Background: an optimization exercise with open tools, aiming at small area and a short achievable clock period. Do not read the settings as production practice.
Only simulation tests tie the RTL to the original design; equivalence was not proved.
Power and IR drop assume default switching activity.

**design.v**
```verilog
module arb_a21o (input a1, a2, b1, output y);
    assign y = a1 & a2 | b1;
endmodule
module arb_a21oi (input a1, a2, b1, output y);
    assign y = ~(a1 & a2 | b1);
endmodule
module arb_a22oi (input a1, a2, b1, b2, output y);
    assign y = ~(a1 & a2 | b1 & b2);
endmodule
module arb_a32o (input a1, a2, a3, b1, b2, output y);
    assign y = a1 & a2 & a3 | b1 & b2;
endmodule
module arb_a41oi (input a1, a2, a3, a4, b1, output y);
    assign y = ~(a1 & a2 & a3 & a4 | b1);
endmodule
module arb_and2 (input a, b, output y);
    assign y = a & b;
endmodule
module arb_and2b (input an, b, output y);
    assign y = ~an & b;
endmodule
module arb_and3 (input a, b, c, output y);
    assign y = a & b & c;
endmodule
module arb_and3b (input an, b, c, output y);
    assign y = ~an & b & c;
endmodule
module arb_and4 (input a, b, c, d, output y);
    assign y = a & b & c & d;
endmodule
module arb_and4b (input an, b, c, d, output y);
    assign y = ~an & b & c & d;
endmodule
module arb_inv (input a, output y);
    assign y = ~a;
endmodule
module arb_nand2 (input a, b, output y);
    assign y = ~(a & b);
endmodule
module arb_nand2b (input an, b, output y);
    assign y = ~(~an & b);
endmodule
module arb_nand3 (input a, b, c, output y);
    assign y = ~(a & b & c);
endmodule
module arb_nand4 (input a, b, c, d, output y);
    assign y = ~(a & b & c & d);
endmodule
module arb_nand4b (input an, b, c, d, output y);
    assign y = ~(~an & b & c & d);
endmodule
module arb_nor2 (input a, b, output y);
    assign y = ~(a | b);
endmodule
module arb_nor2b (input a, bn, output y);
    assign y = ~a & bn;
endmodule
module arb_nor3 (input a, b, c, output y);
    assign y = ~(a | b | c);
endmodule
module arb_nor4 (input a, b, c, d, output y);
    assign y = ~(a | b | c | d);
endmodule
module arb_o21a (input a1, a2, b1, output y);
    assign y = (a1 | a2) & b1;
endmodule
module arb_o21ai (input a1, a2, b1, output y);
    assign y = ~((a1 | a2) & b1);
endmodule
module arbiter_rr #(
    parameter WIDTH = 64
)(
    input               clk,
    input               rst,
    input   [WIDTH-1:0] req,
    output  [WIDTH-1:0] grant
);
    reg  [5:0] nk;
    wire [5:0] nkn;
    wire a0;
    wire a1;
    wire a2;
    wire a3;
    wire a4;
    wire a5;
    wire a6;
    wire a7;
    wire anyr;
    wire cw1_a;
    wire cw1_b;
    wire cw2_a;
    wire cw2_b;
    wire cw3_a;
    wire cw3_b;
    wire cw4_a;
    wire cw4_b;
    wire cw5_a;
    wire cw5_b;
    wire cw6_a;
    wire cw6_b;
    wire cw7_a;
    wire cw7_b;
    wire eq0;
    wire eq1;
    wire eq2;
    wire eq3;
    wire eq4;
    wire eq5;
    wire eq6;
    wire eq7;
    wire eqm0;
    wire eqm1;
    wire eqm2;
    wire eqm3;
    wire eqm4;
    wire eqm5;
    wire eqm6;
    wire eqm7;
    wire gt2;
    wire gt3;
    wire gt5;
    wire gt6;
    wire gt7;
    wire hap;
    wire kc2;
    wire kr0;
    wire kr1;
    wire kr2;
    wire le1;
    wire le2;
    wire le3;
    wire le5;
    wire le6;
    wire le7;
    wire m12;
    wire m34;
    wire m56;
    wire na03;
    wire na47;
    wire nag1;
    wire nag2;
    wire nag3;
    wire nag4;
    wire nag5;
    wire nag6;
    wire nag7;
    wire nanyg;
    wire nhap;
    wire nk1;
    wire nk2;
    wire nk3;
    wire nk4;
    wire nk5;
    wire nk6;
    wire nk7;
    wire npa1;
    wire npa2;
    wire npa3;
    wire npa4;
    wire npa5;
    wire npa6;
    wire npa7;
    wire npg3;
    wire npg4;
    wire npg5;
    wire npg6;
    wire npg7;
    wire nq0;
    wire nq1;
    wire nq2;
    wire nq3;
    wire nrw1;
    wire nrw2;
    wire nrw3;
    wire nrw4;
    wire nrw5;
    wire nrw6;
    wire nrw7;
    wire ntl1;
    wire ntl2;
    wire ntl3;
    wire ntl5;
    wire ntl6;
    wire ntl7;
    wire nwc0;
    wire nwc1;
    wire nwc2;
    wire nwr0;
    wire nwr1;
    wire nwr2;
    wire nz0;
    wire nz1;
    wire nz2;
    wire nz3;
    wire nz4;
    wire nz5;
    wire nz6;
    wire nz7;
    wire pa4;
    wire pa46;
    wire px1_0;
    wire px1_1;
    wire px1_2;
    wire px1_3;
    wire px2_0;
    wire px2_1;
    wire px2_2;
    wire px2_3;
    wire px3_0;
    wire px3_1;
    wire px3_2;
    wire px3_3;
    wire px4_0;
    wire px4_1;
    wire px4_2;
    wire px4_3;
    wire px5_0;
    wire px5_1;
    wire px5_2;
    wire px5_3;
    wire px6_0;
    wire px6_1;
    wire px6_2;
    wire px6_3;
    wire px7_0;
    wire px7_1;
    wire px7_2;
    wire px7_3;
    wire r0_n23;
    wire r0_n45;
    wire r0_n67;
    wire r0_nl1;
    wire r0_nl2;
    wire r0_nl3;
    wire r0_nl4;
    wire r0_nl5;
    wire r0_nl6;
    wire r0_nl7;
    wire r0_o4;
    wire r1_n23;
    wire r1_n45;
    wire r1_n67;
    wire r1_nl1;
    wire r1_nl2;
    wire r1_nl3;
    wire r1_nl4;
    wire r1_nl5;
    wire r1_nl6;
    wire r1_nl7;
    wire r1_o4;
    wire r2_n23;
    wire r2_n45;
    wire r2_n67;
    wire r2_nl1;
    wire r2_nl2;
    wire r2_nl3;
    wire r2_nl4;
    wire r2_nl5;
    wire r2_nl6;
    wire r2_nl7;
    wire r2_o4;
    wire r3_n23;
    wire r3_n45;
    wire r3_n67;
    wire r3_nl1;
    wire r3_nl2;
    wire r3_nl3;
    wire r3_nl4;
    wire r3_nl5;
    wire r3_nl6;
    wire r3_nl7;
    wire r3_o4;
    wire r4_n23;
    wire r4_n45;
    wire r4_n67;
    wire r4_nl1;
    wire r4_nl2;
    wire r4_nl3;
    wire r4_nl4;
    wire r4_nl5;
    wire r4_nl6;
    wire r4_nl7;
    wire r4_o4;
    wire r5_n23;
    wire r5_n45;
    wire r5_n67;
    wire r5_nl1;
    wire r5_nl2;
    wire r5_nl3;
    wire r5_nl4;
    wire r5_nl5;
    wire r5_nl6;
    wire r5_nl7;
    wire r5_o4;
    wire r6_n23;
    wire r6_n45;
    wire r6_n67;
    wire r6_nl1;
    wire r6_nl2;
    wire r6_nl3;
    wire r6_nl4;
    wire r6_nl5;
    wire r6_nl6;
    wire r6_nl7;
    wire r6_o4;
    wire r7_n23;
    wire r7_n45;
    wire r7_n67;
    wire r7_nl1;
    wire r7_nl2;
    wire r7_nl3;
    wire r7_nl4;
    wire r7_nl5;
    wire r7_nl6;
    wire r7_nl7;
    wire r7_o4;
    wire rh1;
    wire rh2;
    wire rh3;
    wire rh4;
    wire rh5;
    wire rh6;
    wire rh7;
    wire s12;
    wire s123;
    wire s1234;
    wire s34;
    wire s45;
    wire s456;
    wire s567;
    wire sp1;
    wire sp2;
    wire sp3;
    wire sp4;
    wire sp5;
    wire sp6;
    wire sp7;
    wire t23;
    wire t45;
    wire wc0_a;
    wire wc0_b;
    wire wc1_a;
    wire wc1_b;
    wire wc2_a;
    wire wc2_b;
    arb_inv u1 (.a(nk[3]), .y(kr0));
    arb_inv u2 (.a(nk[4]), .y(kr1));
    arb_inv u3 (.a(nk[5]), .y(kr2));
    arb_inv u4 (.a(nk[2]), .y(kc2));
    arb_nand2 u5 (.a(nk[4]), .b(nk[3]), .y(nq0));
    arb_nand2 u6 (.a(nk[4]), .b(kr0), .y(nq1));
    arb_nand2 u7 (.a(kr1), .b(nk[3]), .y(nq2));
    arb_nand2 u8 (.a(kr1), .b(kr0), .y(nq3));
    arb_nor2 u9 (.a(nq0), .b(kr2), .y(eq0));
    arb_nor2 u10 (.a(nq0), .b(kr2), .y(eqm0));
    arb_nor2 u11 (.a(nq1), .b(kr2), .y(eq1));
    arb_nor2 u12 (.a(nq1), .b(kr2), .y(eqm1));
    arb_nor2 u13 (.a(nq2), .b(kr2), .y(eq2));
    arb_nor2 u14 (.a(nq2), .b(kr2), .y(eqm2));
    arb_nor2 u15 (.a(nq3), .b(kr2), .y(eq3));
    arb_nor2 u16 (.a(nq3), .b(kr2), .y(eqm3));
    arb_nor2 u17 (.a(nq0), .b(nk[5]), .y(eq4));
    arb_nor2 u18 (.a(nq0), .b(nk[5]), .y(eqm4));
    arb_nor2 u19 (.a(nq1), .b(nk[5]), .y(eq5));
    arb_nor2 u20 (.a(nq1), .b(nk[5]), .y(eqm5));
    arb_nor2 u21 (.a(nq2), .b(nk[5]), .y(eq6));
    arb_nor2 u22 (.a(nq2), .b(nk[5]), .y(eqm6));
    arb_nor2 u23 (.a(nq3), .b(nk[5]), .y(eq7));
    arb_nor2 u24 (.a(nq3), .b(nk[5]), .y(eqm7));
    arb_nor2 u25 (.a(kr2), .b(kr1), .y(gt2));
    arb_a21oi u26 (.a1(kr1), .a2(kr0), .b1(kr2), .y(gt3));
    arb_o21ai u27 (.a1(kr1), .a2(kr0), .b1(kr2), .y(gt5));
    arb_nand2 u28 (.a(kr2), .b(kr1), .y(gt6));
    arb_nand3 u29 (.a(kr2), .b(kr1), .c(kr0), .y(gt7));
    arb_nand3 u30 (.a(nk[5]), .b(nk[4]), .c(nk[3]), .y(le1));
    arb_nand2 u31 (.a(nk[5]), .b(nk[4]), .y(le2));
    arb_o21ai u32 (.a1(nk[4]), .a2(nk[3]), .b1(nk[5]), .y(le3));
    arb_a21oi u33 (.a1(nk[4]), .a2(nk[3]), .b1(nk[5]), .y(le5));
    arb_nor2 u34 (.a(nk[5]), .b(nk[4]), .y(le6));
    arb_nor3 u35 (.a(nk[5]), .b(nk[4]), .c(nk[3]), .y(le7));
    arb_nand3 u36 (.a(nk[2]), .b(nk[1]), .c(nk[0]), .y(ntl1));
    arb_nand2 u37 (.a(nk[2]), .b(nk[1]), .y(ntl2));
    arb_o21ai u38 (.a1(nk[1]), .a2(nk[0]), .b1(nk[2]), .y(ntl3));
    arb_a21oi u39 (.a1(nk[1]), .a2(nk[0]), .b1(nk[2]), .y(ntl5));
    arb_nor2 u40 (.a(nk[2]), .b(nk[1]), .y(ntl6));
    arb_nor3 u41 (.a(nk[2]), .b(nk[1]), .c(nk[0]), .y(ntl7));
    arb_inv u42 (.a(req[0]), .y(r0_nl1));
    arb_nor2 u43 (.a(req[0]), .b(req[1]), .y(r0_nl2));
    arb_nor3 u44 (.a(req[0]), .b(req[1]), .c(req[2]), .y(r0_nl3));
    arb_nor2 u45 (.a(req[2]), .b(req[3]), .y(r0_n23));
    arb_nand2 u46 (.a(r0_nl2), .b(r0_n23), .y(r0_o4));
    arb_inv u47 (.a(r0_o4), .y(r0_nl4));
    arb_nor2 u48 (.a(r0_o4), .b(req[4]), .y(r0_nl5));
    arb_nor3 u49 (.a(r0_o4), .b(req[4]), .c(req[5]), .y(r0_nl6));
    arb_nor4 u50 (.a(r0_o4), .b(req[4]), .c(req[5]), .d(req[6]), .y(r0_nl7));
    arb_nor2 u51 (.a(req[4]), .b(req[5]), .y(r0_n45));
    arb_nor2 u52 (.a(req[6]), .b(req[7]), .y(r0_n67));
    arb_nand4 u53 (.a(r0_nl2), .b(r0_n23), .c(r0_n45), .d(r0_n67), .y(a0));
    arb_inv u54 (.a(req[8]), .y(r1_nl1));
    arb_nor2 u55 (.a(req[8]), .b(req[9]), .y(r1_nl2));
    arb_nor3 u56 (.a(req[8]), .b(req[9]), .c(req[10]), .y(r1_nl3));
    arb_nor2 u57 (.a(req[10]), .b(req[11]), .y(r1_n23));
    arb_nand2 u58 (.a(r1_nl2), .b(r1_n23), .y(r1_o4));
    arb_inv u59 (.a(r1_o4), .y(r1_nl4));
    arb_nor2 u60 (.a(r1_o4), .b(req[12]), .y(r1_nl5));
    arb_nor3 u61 (.a(r1_o4), .b(req[12]), .c(req[13]), .y(r1_nl6));
    arb_nor4 u62 (.a(r1_o4), .b(req[12]), .c(req[13]), .d(req[14]), .y(r1_nl7));
    arb_nor2 u63 (.a(req[12]), .b(req[13]), .y(r1_n45));
    arb_nor2 u64 (.a(req[14]), .b(req[15]), .y(r1_n67));
    arb_nand4 u65 (.a(r1_nl2), .b(r1_n23), .c(r1_n45), .d(r1_n67), .y(a1));
    arb_inv u66 (.a(req[16]), .y(r2_nl1));
    arb_nor2 u67 (.a(req[16]), .b(req[17]), .y(r2_nl2));
    arb_nor3 u68 (.a(req[16]), .b(req[17]), .c(req[18]), .y(r2_nl3));
    arb_nor2 u69 (.a(req[18]), .b(req[19]), .y(r2_n23));
    arb_nand2 u70 (.a(r2_nl2), .b(r2_n23), .y(r2_o4));
    arb_inv u71 (.a(r2_o4), .y(r2_nl4));
    arb_nor2 u72 (.a(r2_o4), .b(req[20]), .y(r2_nl5));
    arb_nor3 u73 (.a(r2_o4), .b(req[20]), .c(req[21]), .y(r2_nl6));
    arb_nor4 u74 (.a(r2_o4), .b(req[20]), .c(req[21]), .d(req[22]), .y(r2_nl7));
    arb_nor2 u75 (.a(req[20]), .b(req[21]), .y(r2_n45));
    arb_nor2 u76 (.a(req[22]), .b(req[23]), .y(r2_n67));
    arb_nand4 u77 (.a(r2_nl2), .b(r2_n23), .c(r2_n45), .d(r2_n67), .y(a2));
    arb_inv u78 (.a(req[24]), .y(r3_nl1));
    arb_nor2 u79 (.a(req[24]), .b(req[25]), .y(r3_nl2));
    arb_nor3 u80 (.a(req[24]), .b(req[25]), .c(req[26]), .y(r3_nl3));
    arb_nor2 u81 (.a(req[26]), .b(req[27]), .y(r3_n23));
    arb_nand2 u82 (.a(r3_nl2), .b(r3_n23), .y(r3_o4));
    arb_inv u83 (.a(r3_o4), .y(r3_nl4));
    arb_nor2 u84 (.a(r3_o4), .b(req[28]), .y(r3_nl5));
    arb_nor3 u85 (.a(r3_o4), .b(req[28]), .c(req[29]), .y(r3_nl6));
    arb_nor4 u86 (.a(r3_o4), .b(req[28]), .c(req[29]), .d(req[30]), .y(r3_nl7));
    arb_nor2 u87 (.a(req[28]), .b(req[29]), .y(r3_n45));
    arb_nor2 u88 (.a(req[30]), .b(req[31]), .y(r3_n67));
    arb_nand4 u89 (.a(r3_nl2), .b(r3_n23), .c(r3_n45), .d(r3_n67), .y(a3));
    arb_inv u90 (.a(req[32]), .y(r4_nl1));
    arb_nor2 u91 (.a(req[32]), .b(req[33]), .y(r4_nl2));
    arb_nor3 u92 (.a(req[32]), .b(req[33]), .c(req[34]), .y(r4_nl3));
    arb_nor2 u93 (.a(req[34]), .b(req[35]), .y(r4_n23));
    arb_nand2 u94 (.a(r4_nl2), .b(r4_n23), .y(r4_o4));
    arb_inv u95 (.a(r4_o4), .y(r4_nl4));
    arb_nor2 u96 (.a(r4_o4), .b(req[36]), .y(r4_nl5));
    arb_nor3 u97 (.a(r4_o4), .b(req[36]), .c(req[37]), .y(r4_nl6));
    arb_nor4 u98 (.a(r4_o4), .b(req[36]), .c(req[37]), .d(req[38]), .y(r4_nl7));
    arb_nor2 u99 (.a(req[36]), .b(req[37]), .y(r4_n45));
    arb_nor2 u100 (.a(req[38]), .b(req[39]), .y(r4_n67));
    arb_nand4 u101 (.a(r4_nl2), .b(r4_n23), .c(r4_n45), .d(r4_n67), .y(a4));
    arb_inv u102 (.a(req[40]), .y(r5_nl1));
    arb_nor2 u103 (.a(req[40]), .b(req[41]), .y(r5_nl2));
    arb_nor3 u104 (.a(req[40]), .b(req[41]), .c(req[42]), .y(r5_nl3));
    arb_nor2 u105 (.a(req[42]), .b(req[43]), .y(r5_n23));
    arb_nand2 u106 (.a(r5_nl2), .b(r5_n23), .y(r5_o4));
    arb_inv u107 (.a(r5_o4), .y(r5_nl4));
    arb_nor2 u108 (.a(r5_o4), .b(req[44]), .y(r5_nl5));
    arb_nor3 u109 (.a(r5_o4), .b(req[44]), .c(req[45]), .y(r5_nl6));
    arb_nor4 u110 (.a(r5_o4), .b(req[44]), .c(req[45]), .d(req[46]), .y(r5_nl7));
    arb_nor2 u111 (.a(req[44]), .b(req[45]), .y(r5_n45));
    arb_nor2 u112 (.a(req[46]), .b(req[47]), .y(r5_n67));
    arb_nand4 u113 (.a(r5_nl2), .b(r5_n23), .c(r5_n45), .d(r5_n67), .y(a5));
    arb_inv u114 (.a(req[48]), .y(r6_nl1));
    arb_nor2 u115 (.a(req[48]), .b(req[49]), .y(r6_nl2));
    arb_nor3 u116 (.a(req[48]), .b(req[49]), .c(req[50]), .y(r6_nl3));
    arb_nor2 u117 (.a(req[50]), .b(req[51]), .y(r6_n23));
    arb_nand2 u118 (.a(r6_nl2), .b(r6_n23), .y(r6_o4));
    arb_inv u119 (.a(r6_o4), .y(r6_nl4));
    arb_nor2 u120 (.a(r6_o4), .b(req[52]), .y(r6_nl5));
    arb_nor3 u121 (.a(r6_o4), .b(req[52]), .c(req[53]), .y(r6_nl6));
    arb_nor4 u122 (.a(r6_o4), .b(req[52]), .c(req[53]), .d(req[54]), .y(r6_nl7));
    arb_nor2 u123 (.a(req[52]), .b(req[53]), .y(r6_n45));
    arb_nor2 u124 (.a(req[54]), .b(req[55]), .y(r6_n67));
    arb_nand4 u125 (.a(r6_nl2), .b(r6_n23), .c(r6_n45), .d(r6_n67), .y(a6));
    arb_inv u126 (.a(req[56]), .y(r7_nl1));
    arb_nor2 u127 (.a(req[56]), .b(req[57]), .y(r7_nl2));
    arb_nor3 u128 (.a(req[56]), .b(req[57]), .c(req[58]), .y(r7_nl3));
    arb_nor2 u129 (.a(req[58]), .b(req[59]), .y(r7_n23));
    arb_nand2 u130 (.a(r7_nl2), .b(r7_n23), .y(r7_o4));
    arb_inv u131 (.a(r7_o4), .y(r7_nl4));
    arb_nor2 u132 (.a(r7_o4), .b(req[60]), .y(r7_nl5));
    arb_nor3 u133 (.a(r7_o4), .b(req[60]), .c(req[61]), .y(r7_nl6));
    arb_nor4 u134 (.a(r7_o4), .b(req[60]), .c(req[61]), .d(req[62]), .y(r7_nl7));
    arb_nor2 u135 (.a(req[60]), .b(req[61]), .y(r7_n45));
    arb_nor2 u136 (.a(req[62]), .b(req[63]), .y(r7_n67));
    arb_nand4 u137 (.a(r7_nl2), .b(r7_n23), .c(r7_n45), .d(r7_n67), .y(a7));
    arb_a22oi u138 (.a1(eqm0), .a2(req[1]), .b1(eqm1), .b2(req[9]), .y(px1_0));
    arb_a22oi u139 (.a1(eqm2), .a2(req[17]), .b1(eqm3), .b2(req[25]), .y(px1_1));
    arb_a22oi u140 (.a1(eqm4), .a2(req[33]), .b1(eqm5), .b2(req[41]), .y(px1_2));
    arb_a22oi u141 (.a1(eqm6), .a2(req[49]), .b1(eqm7), .b2(req[57]), .y(px1_3));
    arb_a41oi u142 (.a1(px1_0), .a2(px1_1), .a3(px1_2), .a4(px1_3), .b1(ntl1), .y(rh1));
    arb_a22oi u143 (.a1(eqm0), .a2(req[2]), .b1(eqm1), .b2(req[10]), .y(px2_0));
    arb_a22oi u144 (.a1(eqm2), .a2(req[18]), .b1(eqm3), .b2(req[26]), .y(px2_1));
    arb_a22oi u145 (.a1(eqm4), .a2(req[34]), .b1(eqm5), .b2(req[42]), .y(px2_2));
    arb_a22oi u146 (.a1(eqm6), .a2(req[50]), .b1(eqm7), .b2(req[58]), .y(px2_3));
    arb_a41oi u147 (.a1(px2_0), .a2(px2_1), .a3(px2_2), .a4(px2_3), .b1(ntl2), .y(rh2));
    arb_a22oi u148 (.a1(eqm0), .a2(req[3]), .b1(eqm1), .b2(req[11]), .y(px3_0));
    arb_a22oi u149 (.a1(eqm2), .a2(req[19]), .b1(eqm3), .b2(req[27]), .y(px3_1));
    arb_a22oi u150 (.a1(eqm4), .a2(req[35]), .b1(eqm5), .b2(req[43]), .y(px3_2));
    arb_a22oi u151 (.a1(eqm6), .a2(req[51]), .b1(eqm7), .b2(req[59]), .y(px3_3));
    arb_a41oi u152 (.a1(px3_0), .a2(px3_1), .a3(px3_2), .a4(px3_3), .b1(ntl3), .y(rh3));
    arb_a22oi u153 (.a1(eqm0), .a2(req[4]), .b1(eqm1), .b2(req[12]), .y(px4_0));
    arb_a22oi u154 (.a1(eqm2), .a2(req[20]), .b1(eqm3), .b2(req[28]), .y(px4_1));
    arb_a22oi u155 (.a1(eqm4), .a2(req[36]), .b1(eqm5), .b2(req[44]), .y(px4_2));
    arb_a22oi u156 (.a1(eqm6), .a2(req[52]), .b1(eqm7), .b2(req[60]), .y(px4_3));
    arb_a41oi u157 (.a1(px4_0), .a2(px4_1), .a3(px4_2), .a4(px4_3), .b1(kc2), .y(rh4));
    arb_a22oi u158 (.a1(eqm0), .a2(req[5]), .b1(eqm1), .b2(req[13]), .y(px5_0));
    arb_a22oi u159 (.a1(eqm2), .a2(req[21]), .b1(eqm3), .b2(req[29]), .y(px5_1));
    arb_a22oi u160 (.a1(eqm4), .a2(req[37]), .b1(eqm5), .b2(req[45]), .y(px5_2));
    arb_a22oi u161 (.a1(eqm6), .a2(req[53]), .b1(eqm7), .b2(req[61]), .y(px5_3));
    arb_a41oi u162 (.a1(px5_0), .a2(px5_1), .a3(px5_2), .a4(px5_3), .b1(ntl5), .y(rh5));
    arb_a22oi u163 (.a1(eqm0), .a2(req[6]), .b1(eqm1), .b2(req[14]), .y(px6_0));
    arb_a22oi u164 (.a1(eqm2), .a2(req[22]), .b1(eqm3), .b2(req[30]), .y(px6_1));
    arb_a22oi u165 (.a1(eqm4), .a2(req[38]), .b1(eqm5), .b2(req[46]), .y(px6_2));
    arb_a22oi u166 (.a1(eqm6), .a2(req[54]), .b1(eqm7), .b2(req[62]), .y(px6_3));
    arb_a41oi u167 (.a1(px6_0), .a2(px6_1), .a3(px6_2), .a4(px6_3), .b1(ntl6), .y(rh6));
    arb_a22oi u168 (.a1(eqm0), .a2(req[7]), .b1(eqm1), .b2(req[15]), .y(px7_0));
    arb_a22oi u169 (.a1(eqm2), .a2(req[23]), .b1(eqm3), .b2(req[31]), .y(px7_1));
    arb_a22oi u170 (.a1(eqm4), .a2(req[39]), .b1(eqm5), .b2(req[47]), .y(px7_2));
    arb_a22oi u171 (.a1(eqm6), .a2(req[55]), .b1(eqm7), .b2(req[63]), .y(px7_3));
    arb_a41oi u172 (.a1(px7_0), .a2(px7_1), .a3(px7_2), .a4(px7_3), .b1(ntl7), .y(rh7));
    arb_a41oi u173 (.a1(px1_0), .a2(px1_1), .a3(px1_2), .a4(px1_3), .b1(ntl1), .y(sp1));
    arb_nor2 u174 (.a(rh1), .b(rh2), .y(m12));
    arb_nor2 u175 (.a(rh3), .b(rh4), .y(m34));
    arb_nor2 u176 (.a(rh5), .b(rh6), .y(m56));
    arb_and2b u177 (.an(rh1), .b(rh2), .y(sp2));
    arb_and2 u178 (.a(rh3), .b(m12), .y(sp3));
    arb_and3b u179 (.an(rh3), .b(rh4), .c(m12), .y(sp4));
    arb_and3 u180 (.a(rh5), .b(m12), .c(m34), .y(sp5));
    arb_and4b u181 (.an(rh5), .b(rh6), .c(m12), .d(m34), .y(sp6));
    arb_and4 u182 (.a(rh7), .b(m12), .c(m34), .d(m56), .y(sp7));
    arb_nand4b u183 (.an(rh7), .b(m12), .c(m34), .d(m56), .y(hap));
    arb_and4b u184 (.an(rh7), .b(m12), .c(m34), .d(m56), .y(nhap));
    arb_nand2 u185 (.a(a1), .b(eq0), .y(nag1));
    arb_nand2 u186 (.a(a2), .b(gt2), .y(nag2));
    arb_nand2 u187 (.a(a3), .b(gt3), .y(nag3));
    arb_nand2 u188 (.a(a4), .b(nk[5]), .y(nag4));
    arb_nand2 u189 (.a(a5), .b(gt5), .y(nag5));
    arb_nand2 u190 (.a(a6), .b(gt6), .y(nag6));
    arb_nand2 u191 (.a(a7), .b(gt7), .y(nag7));
    arb_nand2 u192 (.a(nag1), .b(nag2), .y(s12));
    arb_nand3 u193 (.a(nag1), .b(nag2), .c(nag3), .y(s123));
    arb_nand2 u194 (.a(nag3), .b(nag4), .y(s34));
    arb_nand2 u195 (.a(nag4), .b(nag5), .y(s45));
    arb_nand3 u196 (.a(nag4), .b(nag5), .c(nag6), .y(s456));
    arb_nand4 u197 (.a(nag1), .b(nag2), .c(nag3), .d(nag4), .y(s1234));
    arb_nand3 u198 (.a(nag5), .b(nag6), .c(nag7), .y(s567));
    arb_inv u199 (.a(s12), .y(npg3));
    arb_inv u200 (.a(s123), .y(npg4));
    arb_nor2 u201 (.a(s12), .b(s34), .y(npg5));
    arb_nor2 u202 (.a(s123), .b(s45), .y(npg6));
    arb_nor2 u203 (.a(s123), .b(s456), .y(npg7));
    arb_nor2 u204 (.a(s1234), .b(s567), .y(nanyg));
    arb_inv u205 (.a(a0), .y(npa1));
    arb_nor2 u206 (.a(a0), .b(a1), .y(npa2));
    arb_nor3 u207 (.a(a0), .b(a1), .c(a2), .y(npa3));
    arb_nor2 u208 (.a(a2), .b(a3), .y(t23));
    arb_nand2 u209 (.a(npa2), .b(t23), .y(pa4));
    arb_inv u210 (.a(pa4), .y(npa4));
    arb_nor2 u211 (.a(pa4), .b(a4), .y(npa5));
    arb_nor2 u212 (.a(a4), .b(a5), .y(t45));
    arb_nor2b u213 (.a(pa4), .bn(t45), .y(npa6));
    arb_nand2b u214 (.an(a6), .b(t45), .y(pa46));
    arb_nor2 u215 (.a(pa4), .b(pa46), .y(npa7));
    arb_a21o u216 (.a1(nanyg), .a2(npa1), .b1(eq0), .y(nk1));
    arb_a32o u217 (.a1(le2), .a2(nanyg), .a3(npa2), .b1(gt2), .b2(nag1), .y(nk2));
    arb_a32o u218 (.a1(le3), .a2(nanyg), .a3(npa3), .b1(gt3), .b2(npg3), .y(nk3));
    arb_a32o u219 (.a1(kr2), .a2(nanyg), .a3(npa4), .b1(nk[5]), .b2(npg4), .y(nk4));
    arb_a32o u220 (.a1(le5), .a2(nanyg), .a3(npa5), .b1(gt5), .b2(npg5), .y(nk5));
    arb_a32o u221 (.a1(le6), .a2(nanyg), .a3(npa6), .b1(gt6), .b2(npg6), .y(nk6));
    arb_a32o u222 (.a1(le7), .a2(nanyg), .a3(npa7), .b1(gt7), .b2(npg7), .y(nk7));
    arb_and2 u223 (.a(nhap), .b(nanyg), .y(nz0));
    arb_and2 u224 (.a(nhap), .b(nk1), .y(nz1));
    arb_and2 u225 (.a(nhap), .b(nk2), .y(nz2));
    arb_and2 u226 (.a(nhap), .b(nk3), .y(nz3));
    arb_and2 u227 (.a(nhap), .b(nk4), .y(nz4));
    arb_and2 u228 (.a(nhap), .b(nk5), .y(nz5));
    arb_and2 u229 (.a(nhap), .b(nk6), .y(nz6));
    arb_and2 u230 (.a(nhap), .b(nk7), .y(nz7));
    arb_and2 u231 (.a(req[0]), .b(nz0), .y(grant[0]));
    arb_a32o u232 (.a1(req[1]), .a2(r0_nl1), .a3(nz0), .b1(eq0), .b2(sp1), .y(grant[1]));
    arb_a32o u233 (.a1(req[2]), .a2(r0_nl2), .a3(nz0), .b1(eq0), .b2(sp2), .y(grant[2]));
    arb_a32o u234 (.a1(req[3]), .a2(r0_nl3), .a3(nz0), .b1(eq0), .b2(sp3), .y(grant[3]));
    arb_a32o u235 (.a1(req[4]), .a2(r0_nl4), .a3(nz0), .b1(eq0), .b2(sp4), .y(grant[4]));
    arb_a32o u236 (.a1(req[5]), .a2(r0_nl5), .a3(nz0), .b1(eq0), .b2(sp5), .y(grant[5]));
    arb_a32o u237 (.a1(req[6]), .a2(r0_nl6), .a3(nz0), .b1(eq0), .b2(sp6), .y(grant[6]));
    arb_a32o u238 (.a1(req[7]), .a2(r0_nl7), .a3(nz0), .b1(eq0), .b2(sp7), .y(grant[7]));
    arb_and2 u239 (.a(req[8]), .b(nz1), .y(grant[8]));
    arb_a32o u240 (.a1(req[9]), .a2(r1_nl1), .a3(nz1), .b1(eq1), .b2(sp1), .y(grant[9]));
    arb_a32o u241 (.a1(req[10]), .a2(r1_nl2), .a3(nz1), .b1(eq1), .b2(sp2), .y(grant[10]));
    arb_a32o u242 (.a1(req[11]), .a2(r1_nl3), .a3(nz1), .b1(eq1), .b2(sp3), .y(grant[11]));
    arb_a32o u243 (.a1(req[12]), .a2(r1_nl4), .a3(nz1), .b1(eq1), .b2(sp4), .y(grant[12]));
    arb_a32o u244 (.a1(req[13]), .a2(r1_nl5), .a3(nz1), .b1(eq1), .b2(sp5), .y(grant[13]));
    arb_a32o u245 (.a1(req[14]), .a2(r1_nl6), .a3(nz1), .b1(eq1), .b2(sp6), .y(grant[14]));
    arb_a32o u246 (.a1(req[15]), .a2(r1_nl7), .a3(nz1), .b1(eq1), .b2(sp7), .y(grant[15]));
    arb_and2 u247 (.a(req[16]), .b(nz2), .y(grant[16]));
    arb_a32o u248 (.a1(req[17]), .a2(r2_nl1), .a3(nz2), .b1(eq2), .b2(sp1), .y(grant[17]));
    arb_a32o u249 (.a1(req[18]), .a2(r2_nl2), .a3(nz2), .b1(eq2), .b2(sp2), .y(grant[18]));
    arb_a32o u250 (.a1(req[19]), .a2(r2_nl3), .a3(nz2), .b1(eq2), .b2(sp3), .y(grant[19]));
    arb_a32o u251 (.a1(req[20]), .a2(r2_nl4), .a3(nz2), .b1(eq2), .b2(sp4), .y(grant[20]));
    arb_a32o u252 (.a1(req[21]), .a2(r2_nl5), .a3(nz2), .b1(eq2), .b2(sp5), .y(grant[21]));
    arb_a32o u253 (.a1(req[22]), .a2(r2_nl6), .a3(nz2), .b1(eq2), .b2(sp6), .y(grant[22]));
    arb_a32o u254 (.a1(req[23]), .a2(r2_nl7), .a3(nz2), .b1(eq2), .b2(sp7), .y(grant[23]));
    arb_and2 u255 (.a(req[24]), .b(nz3), .y(grant[24]));
    arb_a32o u256 (.a1(req[25]), .a2(r3_nl1), .a3(nz3), .b1(eq3), .b2(sp1), .y(grant[25]));
    arb_a32o u257 (.a1(req[26]), .a2(r3_nl2), .a3(nz3), .b1(eq3), .b2(sp2), .y(grant[26]));
    arb_a32o u258 (.a1(req[27]), .a2(r3_nl3), .a3(nz3), .b1(eq3), .b2(sp3), .y(grant[27]));
    arb_a32o u259 (.a1(req[28]), .a2(r3_nl4), .a3(nz3), .b1(eq3), .b2(sp4), .y(grant[28]));
    arb_a32o u260 (.a1(req[29]), .a2(r3_nl5), .a3(nz3), .b1(eq3), .b2(sp5), .y(grant[29]));
    arb_a32o u261 (.a1(req[30]), .a2(r3_nl6), .a3(nz3), .b1(eq3), .b2(sp6), .y(grant[30]));
    arb_a32o u262 (.a1(req[31]), .a2(r3_nl7), .a3(nz3), .b1(eq3), .b2(sp7), .y(grant[31]));
    arb_and2 u263 (.a(req[32]), .b(nz4), .y(grant[32]));
    arb_a32o u264 (.a1(req[33]), .a2(r4_nl1), .a3(nz4), .b1(eq4), .b2(sp1), .y(grant[33]));
    arb_a32o u265 (.a1(req[34]), .a2(r4_nl2), .a3(nz4), .b1(eq4), .b2(sp2), .y(grant[34]));
    arb_a32o u266 (.a1(req[35]), .a2(r4_nl3), .a3(nz4), .b1(eq4), .b2(sp3), .y(grant[35]));
    arb_a32o u267 (.a1(req[36]), .a2(r4_nl4), .a3(nz4), .b1(eq4), .b2(sp4), .y(grant[36]));
    arb_a32o u268 (.a1(req[37]), .a2(r4_nl5), .a3(nz4), .b1(eq4), .b2(sp5), .y(grant[37]));
    arb_a32o u269 (.a1(req[38]), .a2(r4_nl6), .a3(nz4), .b1(eq4), .b2(sp6), .y(grant[38]));
    arb_a32o u270 (.a1(req[39]), .a2(r4_nl7), .a3(nz4), .b1(eq4), .b2(sp7), .y(grant[39]));
    arb_and2 u271 (.a(req[40]), .b(nz5), .y(grant[40]));
    arb_a32o u272 (.a1(req[41]), .a2(r5_nl1), .a3(nz5), .b1(eq5), .b2(sp1), .y(grant[41]));
    arb_a32o u273 (.a1(req[42]), .a2(r5_nl2), .a3(nz5), .b1(eq5), .b2(sp2), .y(grant[42]));
    arb_a32o u274 (.a1(req[43]), .a2(r5_nl3), .a3(nz5), .b1(eq5), .b2(sp3), .y(grant[43]));
    arb_a32o u275 (.a1(req[44]), .a2(r5_nl4), .a3(nz5), .b1(eq5), .b2(sp4), .y(grant[44]));
    arb_a32o u276 (.a1(req[45]), .a2(r5_nl5), .a3(nz5), .b1(eq5), .b2(sp5), .y(grant[45]));
    arb_a32o u277 (.a1(req[46]), .a2(r5_nl6), .a3(nz5), .b1(eq5), .b2(sp6), .y(grant[46]));
    arb_a32o u278 (.a1(req[47]), .a2(r5_nl7), .a3(nz5), .b1(eq5), .b2(sp7), .y(grant[47]));
    arb_and2 u279 (.a(req[48]), .b(nz6), .y(grant[48]));
    arb_a32o u280 (.a1(req[49]), .a2(r6_nl1), .a3(nz6), .b1(eq6), .b2(sp1), .y(grant[49]));
    arb_a32o u281 (.a1(req[50]), .a2(r6_nl2), .a3(nz6), .b1(eq6), .b2(sp2), .y(grant[50]));
    arb_a32o u282 (.a1(req[51]), .a2(r6_nl3), .a3(nz6), .b1(eq6), .b2(sp3), .y(grant[51]));
    arb_a32o u283 (.a1(req[52]), .a2(r6_nl4), .a3(nz6), .b1(eq6), .b2(sp4), .y(grant[52]));
    arb_a32o u284 (.a1(req[53]), .a2(r6_nl5), .a3(nz6), .b1(eq6), .b2(sp5), .y(grant[53]));
    arb_a32o u285 (.a1(req[54]), .a2(r6_nl6), .a3(nz6), .b1(eq6), .b2(sp6), .y(grant[54]));
    arb_a32o u286 (.a1(req[55]), .a2(r6_nl7), .a3(nz6), .b1(eq6), .b2(sp7), .y(grant[55]));
    arb_and2 u287 (.a(req[56]), .b(nz7), .y(grant[56]));
    arb_a32o u288 (.a1(req[57]), .a2(r7_nl1), .a3(nz7), .b1(eq7), .b2(sp1), .y(grant[57]));
    arb_a32o u289 (.a1(req[58]), .a2(r7_nl2), .a3(nz7), .b1(eq7), .b2(sp2), .y(grant[58]));
    arb_a32o u290 (.a1(req[59]), .a2(r7_nl3), .a3(nz7), .b1(eq7), .b2(sp3), .y(grant[59]));
    arb_a32o u291 (.a1(req[60]), .a2(r7_nl4), .a3(nz7), .b1(eq7), .b2(sp4), .y(grant[60]));
    arb_a32o u292 (.a1(req[61]), .a2(r7_nl5), .a3(nz7), .b1(eq7), .b2(sp5), .y(grant[61]));
    arb_a32o u293 (.a1(req[62]), .a2(r7_nl6), .a3(nz7), .b1(eq7), .b2(sp6), .y(grant[62]));
    arb_a32o u294 (.a1(req[63]), .a2(r7_nl7), .a3(nz7), .b1(eq7), .b2(sp7), .y(grant[63]));
    arb_a22oi u295 (.a1(a1), .a2(nz1), .b1(eq1), .b2(hap), .y(nrw1));
    arb_a22oi u296 (.a1(a2), .a2(nz2), .b1(eq2), .b2(hap), .y(nrw2));
    arb_a22oi u297 (.a1(a3), .a2(nz3), .b1(eq3), .b2(hap), .y(nrw3));
    arb_a22oi u298 (.a1(a4), .a2(nz4), .b1(eq4), .b2(hap), .y(nrw4));
    arb_a22oi u299 (.a1(a5), .a2(nz5), .b1(eq5), .b2(hap), .y(nrw5));
    arb_a22oi u300 (.a1(a6), .a2(nz6), .b1(eq6), .b2(hap), .y(nrw6));
    arb_a22oi u301 (.a1(a7), .a2(nz7), .b1(eq7), .b2(hap), .y(nrw7));
    arb_and4 u302 (.a(nrw1), .b(nrw3), .c(nrw5), .d(nrw7), .y(nwr0));
    arb_and4 u303 (.a(nrw2), .b(nrw3), .c(nrw6), .d(nrw7), .y(nwr1));
    arb_and4 u304 (.a(nrw4), .b(nrw5), .c(nrw6), .d(nrw7), .y(nwr2));
    arb_nor4 u305 (.a(grant[1]), .b(grant[9]), .c(grant[17]), .d(grant[25]), .y(cw1_a));
    arb_nor4 u306 (.a(grant[33]), .b(grant[41]), .c(grant[49]), .d(grant[57]), .y(cw1_b));
    arb_nor4 u307 (.a(grant[2]), .b(grant[10]), .c(grant[18]), .d(grant[26]), .y(cw2_a));
    arb_nor4 u308 (.a(grant[34]), .b(grant[42]), .c(grant[50]), .d(grant[58]), .y(cw2_b));
    arb_nor4 u309 (.a(grant[3]), .b(grant[11]), .c(grant[19]), .d(grant[27]), .y(cw3_a));
    arb_nor4 u310 (.a(grant[35]), .b(grant[43]), .c(grant[51]), .d(grant[59]), .y(cw3_b));
    arb_nor4 u311 (.a(grant[4]), .b(grant[12]), .c(grant[20]), .d(grant[28]), .y(cw4_a));
    arb_nor4 u312 (.a(grant[36]), .b(grant[44]), .c(grant[52]), .d(grant[60]), .y(cw4_b));
    arb_nor4 u313 (.a(grant[5]), .b(grant[13]), .c(grant[21]), .d(grant[29]), .y(cw5_a));
    arb_nor4 u314 (.a(grant[37]), .b(grant[45]), .c(grant[53]), .d(grant[61]), .y(cw5_b));
    arb_nor4 u315 (.a(grant[6]), .b(grant[14]), .c(grant[22]), .d(grant[30]), .y(cw6_a));
    arb_nor4 u316 (.a(grant[38]), .b(grant[46]), .c(grant[54]), .d(grant[62]), .y(cw6_b));
    arb_nor4 u317 (.a(grant[7]), .b(grant[15]), .c(grant[23]), .d(grant[31]), .y(cw7_a));
    arb_nor4 u318 (.a(grant[39]), .b(grant[47]), .c(grant[55]), .d(grant[63]), .y(cw7_b));
    arb_nand4 u319 (.a(cw1_a), .b(cw1_b), .c(cw3_a), .d(cw3_b), .y(wc0_a));
    arb_nand4 u320 (.a(cw5_a), .b(cw5_b), .c(cw7_a), .d(cw7_b), .y(wc0_b));
    arb_nor2 u321 (.a(wc0_a), .b(wc0_b), .y(nwc0));
    arb_nand4 u322 (.a(cw2_a), .b(cw2_b), .c(cw3_a), .d(cw3_b), .y(wc1_a));
    arb_nand4 u323 (.a(cw6_a), .b(cw6_b), .c(cw7_a), .d(cw7_b), .y(wc1_b));
    arb_nor2 u324 (.a(wc1_a), .b(wc1_b), .y(nwc1));
    arb_nand4 u325 (.a(cw4_a), .b(cw4_b), .c(cw5_a), .d(cw5_b), .y(wc2_a));
    arb_nand4 u326 (.a(cw6_a), .b(cw6_b), .c(cw7_a), .d(cw7_b), .y(wc2_b));
    arb_nor2 u327 (.a(wc2_a), .b(wc2_b), .y(nwc2));
    arb_nor4 u328 (.a(a0), .b(a1), .c(a2), .d(a3), .y(na03));
    arb_nor4 u329 (.a(a4), .b(a5), .c(a6), .d(a7), .y(na47));
    arb_nand2 u330 (.a(na03), .b(na47), .y(anyr));
    arb_o21a u331 (.a1(anyr), .a2(nk[0]), .b1(nwc0), .y(nkn[0]));
    arb_o21a u332 (.a1(anyr), .a2(nk[3]), .b1(nwr0), .y(nkn[3]));
    arb_o21a u333 (.a1(anyr), .a2(nk[1]), .b1(nwc1), .y(nkn[1]));
    arb_o21a u334 (.a1(anyr), .a2(nk[4]), .b1(nwr1), .y(nkn[4]));
    arb_o21a u335 (.a1(anyr), .a2(nk[2]), .b1(nwc2), .y(nkn[2]));
    arb_o21a u336 (.a1(anyr), .a2(nk[5]), .b1(nwr2), .y(nkn[5]));
    always @(posedge clk or negedge rst) begin
        if (!rst)
            nk <= 6'd0;
        else
            nk <= nkn;
    end
endmodule
```
**flow/run.sh**
```bash
#!/bin/bash
# The standard layout, with three changes: the port buffers are the
# smallest buffer (buf_1) instead of the default; after floorplan every
# logic cell is set to its smallest drive strength (flow/downsize.tcl);
# after placement the cells on the critical paths are sized up again
# (flow/size.tcl).
set -euo pipefail
here=$(pwd)
export BUFFER_PORTS_ARGS="-buffer_cell sky130_fd_sc_hd__buf_1"
export POST_FLOORPLAN_TCL="$here/flow/downsize.tcl"
export POST_RESIZE_TCL="$here/flow/size.tcl"
bash standard.sh > "$here/flow_standard.log" 2>&1
```
**flow/downsize.tcl**
```tcl
# Hook run after floorplan: set every logic cell to its smallest drive
# strength where that is smaller. Synthesis maps each gate on its own and
# picks stronger cells than the loads need; flow/size.tcl then upsizes
# the cells that timing needs, once the cells are placed.
set db [ord::get_db]
set n 0
foreach inst [[ord::get_db_block] getInsts] {
  set master [$inst getMaster]
  set name [$master getName]
  if {[regexp {^(sky130_fd_sc_hd__[a-z0-9]+)_([0-9]+)$} $name -> base size] && $size > 1} {
    set small [$db findMaster ${base}_1]
    if {$small ne "NULL"
        && [$small getWidth] * [$small getHeight] < [$master getWidth] * [$master getHeight]} {
      $inst swapMaster $small
      incr n
    }
  }
}
puts "downsize: $n cells set to drive strength 1"
```
**flow/size.tcl**
```tcl
# Hook run after placement and its design repair: give the drivers of the
# high-fanout nets on the request-to-grant paths a stronger cell.
set ::db [ord::get_db]
set ::block [ord::get_db_block]
proc size_driver {net_name size} {
  set net [$::block findNet $net_name]
  if {$net eq "NULL"} { puts "size: no net $net_name"; return }
  foreach iterm [$net getITerms] {
    if {[$iterm isOutputSignal]} {
      set inst [$iterm getInst]
      set name [[$inst getMaster] getName]
      regexp {^(sky130_fd_sc_hd__[a-z0-9]+)_[0-9]+$} $name -> base
      set big [$::db findMaster ${base}_$size]
      if {$big ne "NULL"} {
        $inst swapMaster $big
        puts "size: $net_name driver [$inst getName] $name -> ${base}_$size"
      }
    }
  }
}
foreach g {0 1 2 3 4 5 6 7} {
  size_driver nz$g 4

}
size_driver nhap 4
size_driver nanyg 4
foreach n {m12 m34 m56} { size_driver $n 2 }
foreach g {0 1 2 3 4 5 6 7} { size_driver eqm$g 2 }
foreach n {kr0 kr1 kr2} { size_driver $n 4 }
# the flip-flops of the pointer row bits drive the row decode
foreach inst [$::block getInsts] {
  if {[regexp {^nk\\?\[[345]\\?\]\$_DFF} [$inst getName]]} {
    set name [[$inst getMaster] getName]
    regexp {^(sky130_fd_sc_hd__[a-z0-9]+)_[0-9]+$} $name -> base
    $inst swapMaster [$::db findMaster ${base}_4]
    puts "size: [$inst getName] $name -> ${base}_4"
  }
}
```
**standard.sh**
```bash
#!/bin/bash
# synth_recipe.tcl (not shown) runs the flow's synth.tcl, then flattens the netlist and writes it again
# the make line also repeats each setting of config.mk as NAME=value (left out here)
make -C /OpenROAD-flow-scripts/flow DESIGN_CONFIG=/design/flow/config.mk WORK_HOME=/design/flow/orfs CLKGATE_MAP_FILE= SYNTH_SCRIPT=/design/flow/synth_recipe.tcl "${@:-finish}"
```
**config.mk**
```make
export PLATFORM = sky130hd
export DESIGN_NAME = arbiter_rr
export DESIGN_NICKNAME = arbiter_rr
export VERILOG_FILES = /design/flow/design.v
export SDC_FILE = /design/flow/constraint.sdc
export NUM_CORES = 4
export LEC_CHECK = 0
export CAP_MARGIN = 20
export CORE_MARGIN = 2
export CORE_UTILIZATION = 40
export CTS_BUF_LIST = sky130_fd_sc_hd__clkbuf_2
export SETUP_SLACK_MARGIN = 0.3
export SLEW_MARGIN = 20
export SYNTH_HIERARCHICAL = 1
export SYNTH_MINIMUM_KEEP_SIZE = 0
```
**constraint.sdc**
```tcl
create_clock -name core_clock -period 6.5 [get_ports {clk}]
set_input_delay 1.3000 -clock core_clock [delete_from_list [all_inputs] [get_ports {clk}]]
set_output_delay 1.3000 -clock core_clock [all_outputs]
set_load 0.01 [all_outputs]
```
==> flow_metrics.py <==
metrics = {
    "sta": {
        "worst_pin_slew_ns": 0.9903,
        "fin_crit_ns": 4.638,
        "finalSetupViolCount": 0,
        "slew_viol_final": 0,
        "fin_skew_ns": 0.005792,
        "slew_headroom": 0.3337,
        "fmax_mhz": 215.6,
        "final_hold_viol_count": 0,
        "finalSetupTns_ns": 0,
        "finalCritPeriodShare": 0.7136,
        "grt_setup_unrepaired": "no",
    },
    "clock_network": {
        "cts_tree": "yes",
        "post_cts_resized": 0,
        "cts_hold_buffers": 0,
        "cts_buffers": 3,
        "htree_num_levels": 1,
        "clk_latency_ns": 0.22,
        "clockRootBuffer": "clkbuf_2",
        "cts_buffer_depth": 2,
        "clock_sinks": 6,
        "clk_pin_slew_ns": 0.06,
        "postCtsSetupRepairBufs": 0,
    },
    "detailed_routing": {
        "vias": 3702,
        "drtPass1Iterations": 5,
        "wl_per_cell_um": 19.73,
        "drt_wl_total_um": 10930,
        "via_per_inst": 6.682,
        "initialDrtViolationCount": 379,
        "drc": 0,
        "ant_nets": 0,
    },
    "synth": {
        "syn_nets": 407,
        "yosys-mux-area-fraction": 0,
        "synth_top_family_by_area": "compound AO/OA/AOI/OAI gates",
        "yosysTopAreaCell": "a32o_1",
        "synth_seq_cells": 6,
        "ys_seq_area_frac": 0.05500,
        "synth_area_per_cell_um2": 8.006,
        "netlist.area_leader.share": 0.2273,
        "netlist_area_um2": 2730,
        "yosys-top-cells-area": "a32o_1 (23%), a22oi_2 (16%), nor4_2 (11%)",
        "synth_compound_area_frac": 0.4698,
        "yosys.area_share.xor_xnor": 0,
        "synthAdderAreaFrac": 0,
        "ys_types": 23,
        "syn_inst": 341,
        "ys_warn_count": 7,
        "yosys.area_share.simple": 0.4423,
    },
    "critical_path": {
        "critPathSlowestCell": "nand4_1",
        "crit_type": "primary input to primary output",
        "arrival_ns": 3.34,
        "critical_path_required_ns": 5.20,
        "cp_slowest_stage_delay_ns": 0.27,
        "path_delay_family": "simple AND/OR/NAND/NOR gates",
        "cp_cell_sequence": "buf_1, nor2_1, nand4_1, nand2_1, nand4_1, nor2_4, a32o_1, and2_4, a32o_1, buf_1",
        "cp-start-kind": "primary input",
        "cp-end-kind": "primary output",
        "crit_buf_inv": 2,
        "crit_fanout": 9,
    },
    "floorplanning": {
        "core-area_um2": 6681,
        "rows": 30,
        "die-area_um2": 7502,
        "initial_core_util": 0.4086,
        "die_x_um": 86.62,
        "num_io_pins": 130,
        "die_y_um": 86.62,
    },
    "power": {
        "power_per_cell_area_nw_per_um2": 375.9,
        "leakage_nw": 0.9701,
        "vdd_ir_drop_max_mv": 0.3027,
    },
    "layout": {
        "fin_nets": 541,
        "top_register": "nk",
        "largestRegisters": "nk (6)",
        "drive_above_1_share": 0.06540,
        "fin_util": 0.4348,
        "diodes": 0,
        "area_growth_pct": 6.416,
        "largest_register_ffs": 6,
    },
    "global_route": {
        "grt_max_degree": 18,
        "track_usage": 0.2796,
        "grt_antenna_before_repair": 0,
        "grt_pass1_wl_um": 16930,
        "grt_overflow": 0,
        "grt_pass1_vias": 3398,
    },
    "flow_run": {
        "cap_violations": 0,
    },
    "outcome": {
        "status": "timing/DRC/antenna clean",
    },
    "min_path": {
        "hp-class": "flop to flop",
    },
    "place": {
        "hpwl_um": 9015,
        "port_buffers": 129,
        "place_congestion": 1.018,
    },
}
## synthesized netlist by cell type
library cell	instances
a21o_1	1
nand3_1	5
dfrtp_1	6
and2_1	17
a21oi_2	3
and4b_1	2
nor2b_4	2
nor2_1	74
inv_1	24
nor3_2	19
a41oi_2	8
o21ai_1	3
nand4b_1	1
nand2b_1	1
a32o_1	62
and3_1	1
nand2_1	27
nand4_1	15
and4_1	4
a22oi_2	35
nor4_2	24
o21a_1	6
and3b_1	1
## worst paths after layout
kind / start / to / cells past startpoint / slack, ns
worst max-delay path: req[33] / grant[55] / 10 / 1.86
worst min-delay path: nk[3]$_DFF_PN0_ / nk[3]$_DFF_PN0_ / 1 / 0.63
worst max register to register: nk[3]$_DFF_PN0_ / nk[2]$_DFF_PN0_ / 13 / 2.64
worst min register to register: nk[3]$_DFF_PN0_ / nk[3]$_DFF_PN0_ / 1 / 0.63
max in group asynchronous: rst / nk[4]$_DFF_PN0_ / 1 / 5.31
min in group asynchronous: rst / nk[5]$_DFF_PN0_ / 1 / 0.93
## placed cells by master (no fill, tap or decap), drive strengths merged
master	n
a22oi	35
nand2b	1
a41oi	8
clkbuf	4
nand3	5
nor2	74
dfrtp	6
a21o	1
and4b	2
nor4	24
buf	129
nor3	19
nor2b	2
and3	1
a21oi	3
o21a	6
o21ai	3
nand2	27
inv	24
and3b	1
nand4	15
and2	17
a32o	62
nand4b	1
and4	4
## worst reg2reg max path, cell delays in order, from the launching register on
cell,delay [ns]
dfrtp_4,0.52
inv_4,0.09
nand2_1,0.18
nor2_2,0.32
a22oi_1,0.18
a41oi_1,0.33
nor2_2,0.11
and4b_4,0.27
and2_4,0.21
a32o_1,0.28
nor4_1,0.86
nand4_1,0.18
nor2_1,0.15
o21a_1,0.13
## cell families after synthesis
logic type / count (synthesis)
simple gates: 193
buf+inv: 24
flops: 6
compound gates: 118
## Yosys stat by module, one instance, submodules excluded, a selection
module     times used  flops+latches  cells  area (um^2)
arb_and2b           1              0      1        13.76
arb_a22oi          35              0      1        12.51
arb_and3b           1              0      1        8.758
arb_nand3           5              0      1        5.005
arb_nand4          15              0      1        6.256
arb_a21oi           3              0      1        8.758
arb_a21o            1              0      1        7.507
arb_nor3           19              0      1        10.01
## stage by stage
stage	instances	setup slack (ns)	hold WS, ns	power (mW)	area, um^2
6_report	554	1.862	0.6323	1.092	2905
5_1_grt	554	1.703	0.6584	1.187	2905
3_5_place_dp	550	1.916	0.6222	1.034	2885
2_1_floorplan	341	2.234	0.5634	0.8088	2730
3_3_place_gp	550	1.582	0.6104	0.9774	2808
4_1_cts	554	1.914	0.6364	1.069	2905
## where the power goes
part	internal, mW	switching, mW	leakage, nW
combinational	0.320	0.621	0.891
sequential	0.0672	0.0538	0.0629
clock	0.0163	0.0135	0.0166
## final cells by class
type	count	area (um^2)
inverter	24	97.59
sequential	6	161.4
fill	749	3776
tap	80	100.1
multi-input combinational	311	2042
clock buffer	4	20.02
timing repair buffer	129	484.2
## per-layer routing
layer | global-route usage | wire [um] | part of all wire | vias up
li1 | - | - | - | 1686
met1 | 0.3725 | 4550 | 0.42 | 1730
met2 | 0.4671 | 4865 | 0.45 | 264
met3 | 0.05429 | 1335 | 0.12 | 22
met4 | 0.06108 | 177 | 0.016 | 0
met5 | 0 | 0 | 0 | -

## port drivers added, routing unchanged
No port has a modelled driver above. Below, the same layout with a new extraction and two added sets of constraints.
Step 1 sets driving cells, clkbuf_16 on the clock port and buf_2 on the other inputs (assumed; they add their load-dependent delay and slew).
Step 2 moves the port delays by t, midway between the first and last clock arrival at a register: inputs arrive t later, outputs are due t later. That takes back most of the time a late clock gives input paths.
a / b / c = ideal ports / drivers / drivers and shift; a / b = the first two.
t, ns: 0.234
setup slack, ns: 1.862 / 1.838 / 1.838
worst register clock-pin slew, ns: 0.06 / 0.06
After both steps setup and hold are still met in this run. The setup slack of this run moves by -0.024 ns with the drivers and by -0.024 ns with both steps.
